From an optimization exercise on the open Yosys and OpenROAD flow, aimed at small area and a short achievable clock period; shortcuts taken in it are not production practice. Power figures rest on the tool's default switching activity, not on a simulated workload.

==> inputs of v10 <==
Design LabFPGA2, start of the top module:
module LabFPGA2 #(
	parameter int WIDTH = 24,
	parameter int DIVIDER = 40
)(
	input		logic					clk_i,
										rst_i,
										en_reg_i,
										sw_reg_b_i,
										slct_op_i,
										slct_byte_i,
										slct_sb_i,
	input		logic	[3:0]			cntrl_alu_i,
	input		logic	[3:0]			op_i,
	output	logic	[3:0]			flag_o,
	output	logic	[41:0]		display_o,
	output	logic	[1:0]			counter_slct_op_o,
										counter_slct_byte_o,
	output 	logic					sb_op_o
);
Settings: LEC_CHECK=0, CAP_MARGIN=20, CORE_MARGIN=2, CORE_UTILIZATION=40, SLEW_MARGIN=20; clock period 12.0 ns.
standard.sh (not shown) runs the stock make flow with config.mk's settings and CLKGATE_MAP_FILE= SYNTH_SCRIPT=/design/flow/synth_recipe.tcl, a recipe that flattens the netlist after the stock synthesis.
==> flow/flow/run.sh <==
#!/bin/bash
# Own layout flow: the standard ORFS flow (standard.sh) with
#  - the standard synthesis script (synth_recipe.tcl), but ABC's mapping run with
#    flow/abc_area.script and no full/half-adder cell extraction;
#  - port buffers of type buf_2;
#  - extra ORFS settings from flow/knobs.txt (one VAR=value per line).
# The make output goes to flow_make.log; ORFS keeps each step's log under orfs/logs.
set -euo pipefail
W=$(pwd)
cat > "$W/my_synth.tcl" <<EOT
proc abc {args} {
  set i [lsearch -exact \$args -script]
  if {\$i >= 0} { set args [lreplace \$args [expr {\$i+1}] [expr {\$i+1}] $W/flow/abc_area.script] }
  yosys abc {*}\$args
}
source $W/synth_recipe.tcl
EOT
KNOBS=()
while IFS= read -r line; do
  [[ -z "$line" || "$line" == \#* ]] && continue
  KNOBS+=("$line")
done < "$W/flow/knobs.txt"
bash "$W/standard.sh" \
  "SYNTH_SCRIPT=$W/my_synth.tcl" \
  "ADDER_MAP_FILE=" \
  "BUFFER_PORTS_ARGS=-buffer_cell sky130_fd_sc_hd__buf_2" \
  "${KNOBS[@]}" \
  finish > "$W/flow_make.log" 2>&1
==> flow/flow/abc_area.script <==
strash
&get -n
&st
&dch -f
&nf -R 1000 -p
&put
mfs2
strash
&get -n
&dch -f
&nf -R 1000 -p
&put
topo
stime -c
buffer -c
upsize -c
dnsize -c
==> flow/flow/knobs.txt <==
ABC_AREA=1
SETUP_SLACK_MARGIN=4
==> v7 (differences from v10) <==
==> flow/run.sh (new file) <==
#!/bin/bash
# synth_recipe.tcl (not shown) runs the flow's synth.tcl, then flattens the netlist and writes it again
# the make line also repeats each setting of config.mk as NAME=value (left out here)
make -C /OpenROAD-flow-scripts/flow DESIGN_CONFIG=/design/flow/config.mk WORK_HOME=/design/flow/orfs CLKGATE_MAP_FILE= SYNTH_SCRIPT=/design/flow/synth_recipe.tcl finish
- ABC_AREA: not set -> 1
- SETUP_SLACK_MARGIN: not set -> 4
removed: flow/flow/run.sh
removed: flow/flow/abc_area.script
removed: flow/flow/knobs.txt
removed: flow/standard.sh
==> qor summary <==
metric                                                                    v10                            v7
Total Power Consumption                                              1.310 mW                      1.404 mW
Post-synth design cell area                                          8454 um2                      9928 um2
Min setup slack post-route                                           1.674 ns                      3.199 ns
Beginning of the worst register-to-register path                     reg_a[0]                      reg_b[2]
Maximum clock frequency                                           0.09685 GHz                    0.1136 GHz
Startpoint kind of the worst setup timing path                       register                    input port
Fraction of standard cell area that is sequential                      0.1480                        0.1160
Die width                                                            149.4 um                      161.5 um
NumNets Final                                                            1404                          1986
Clk power                                                              306 uW                        308 uW
Critical Path Slowest Stage Cell                     sky130_fd_sc_hd__dfxtp_4       sky130_fd_sc_hd__nor4_4
Well tap count                                                            275                           324
Status                                       no timing/DRC/antenna violations  no timing/DRC/antenna violations
Compound-gate portion of the synthesized area                          0.3374                        0.2611
Postcts setup bufs                                                         79                            71
P_sw                                                                 562.0 uW                      629.5 uW
Clock skew after layout                                            0.01644 ns                   0.009135 ns
Crit Path Category                                 register to primary output  input port to primary output
Function was not checked in any run of this note: the RTL went through the layout flow alone.

========
==> v16 <==
Another version of the RTL of LabFPGA2 (not shown whole).
==> flow/config.mk <==
export PLATFORM = sky130hd
export DESIGN_NAME = LabFPGA2
export DESIGN_NICKNAME = LabFPGA2
export VERILOG_FILES = /design/flow/design.v
export SDC_FILE = /design/flow/constraint.sdc
export NUM_CORES = 4
export LEC_CHECK = 0
export CAP_MARGIN = 20
export CORE_MARGIN = 2
export CORE_UTILIZATION = 40
export SETUP_SLACK_MARGIN = 4
export SLEW_MARGIN = 20
==> flow/constraint.sdc <==
create_clock -name core_clock -period 12.0 [get_ports {clk_i}]
set_input_delay 2.4000 -clock core_clock [delete_from_list [all_inputs] [get_ports {clk_i}]]
set_output_delay 2.4000 -clock core_clock [all_outputs]
set_load 0.01 [all_outputs]
run.sh (not shown) runs the stock make flow with config.mk's settings and CLKGATE_MAP_FILE= SYNTH_SCRIPT=/design/flow/synth_recipe.tcl, a recipe that flattens the netlist after the stock synthesis.
Stock flow here: none of the scripts above is used.
==> inputs of v25, as changes to v16 <==
SETUP_SLACK_MARGIN = 5   (was 4)
==> qor summary <==
Pin count of the biggest net entering global routing: v16 52; v25 50
Met1 wire length: v16 22.1 mm; v25 23.2 mm
Internal power contribution: v16 0.000607 W; v25 0.000621 W
Multi-input combinational cell count: v16 1340; v25 1341
Detailed router's first-iteration violation count: v16 1830; v25 2060
Reg2reg start: v16 reg_b[6]; v25 reg_b[0]
Result of the run: v16 no timing/DRC/antenna violations; v25 no timing/DRC/antenna violations
Fin Hold WS: v16 429 ps; v25 444 ps
Overall routed net length: v16 57.7 mm; v25 63.3 mm
Final Wtd Congestion: v16 1.01; v25 1.07
Power Clock: v16 0.000275 W; v25 0.000270 W
Slowest Stage Delay on Critical Path: v16 490 ps; v25 600 ps
Min setup slack post-route: v16 3930 ps; v25 4270 ps
Clock-pin slew on the worst setup and hold paths: v16 60 ps; v25 70 ps
Total power of the final layout: v16 0.000973 W; v25 0.00102 W
Share of final layout cell area taken by non-clock buffers: v16 12.2%; v25 17.0%
Count of cell instances traversed by the critical path: v16 18; v25 13
F_max: v16 124 MHz; v25 129 MHz
Type of the worst setup path: v16 reg -> out; v25 in -> out
No run of this note included a check of the RTL's function; only the layout flow was run.

## what the ideal ports hide
The results above use ideal ports. As a check the final layouts listed here were re-extracted and re-timed, cells and wires unchanged.
Step 1 sets driving cells, clkbuf_16 on the clock port and buf_2 on the other inputs (assumed; they add their load-dependent delay and slew).
Step 2 adds t to the input delays and takes it off the output delays; t is the mean of the earliest and latest rising clock arrival at the registers after step 1. Input paths then give back, and output paths get back, about the clock's delay inside the block.
Three values: no drivers, after step 1, after step 2; two values: the first two.
| run | t (ns) | setup slack, ns | worst register clock-pin slew, ns | worst slew at a driven data input, ns |
|---|---|---|---|---|
| v10 | 0.400 | 1.674 / 1.626 / 2.026 | 0.08 / 0.08 | 0.06 |
| v7 | 0.394 | 3.199 / 3.157 / 3.157 | 0.07 / 0.07 | 0.06 |
| v16 | 0.386 | 3.935 / 3.896 / 3.913 | 0.06 / 0.06 | 0.05 |
| v25 | 0.384 | 4.266 / 4.220 / 4.220 | 0.07 / 0.07 | 0.06 |
After both steps setup and hold are still met in every run listed. For v25, which loses most, drivers alone change the setup slack by -0.046 ns; drivers and shift together by -0.046 ns.
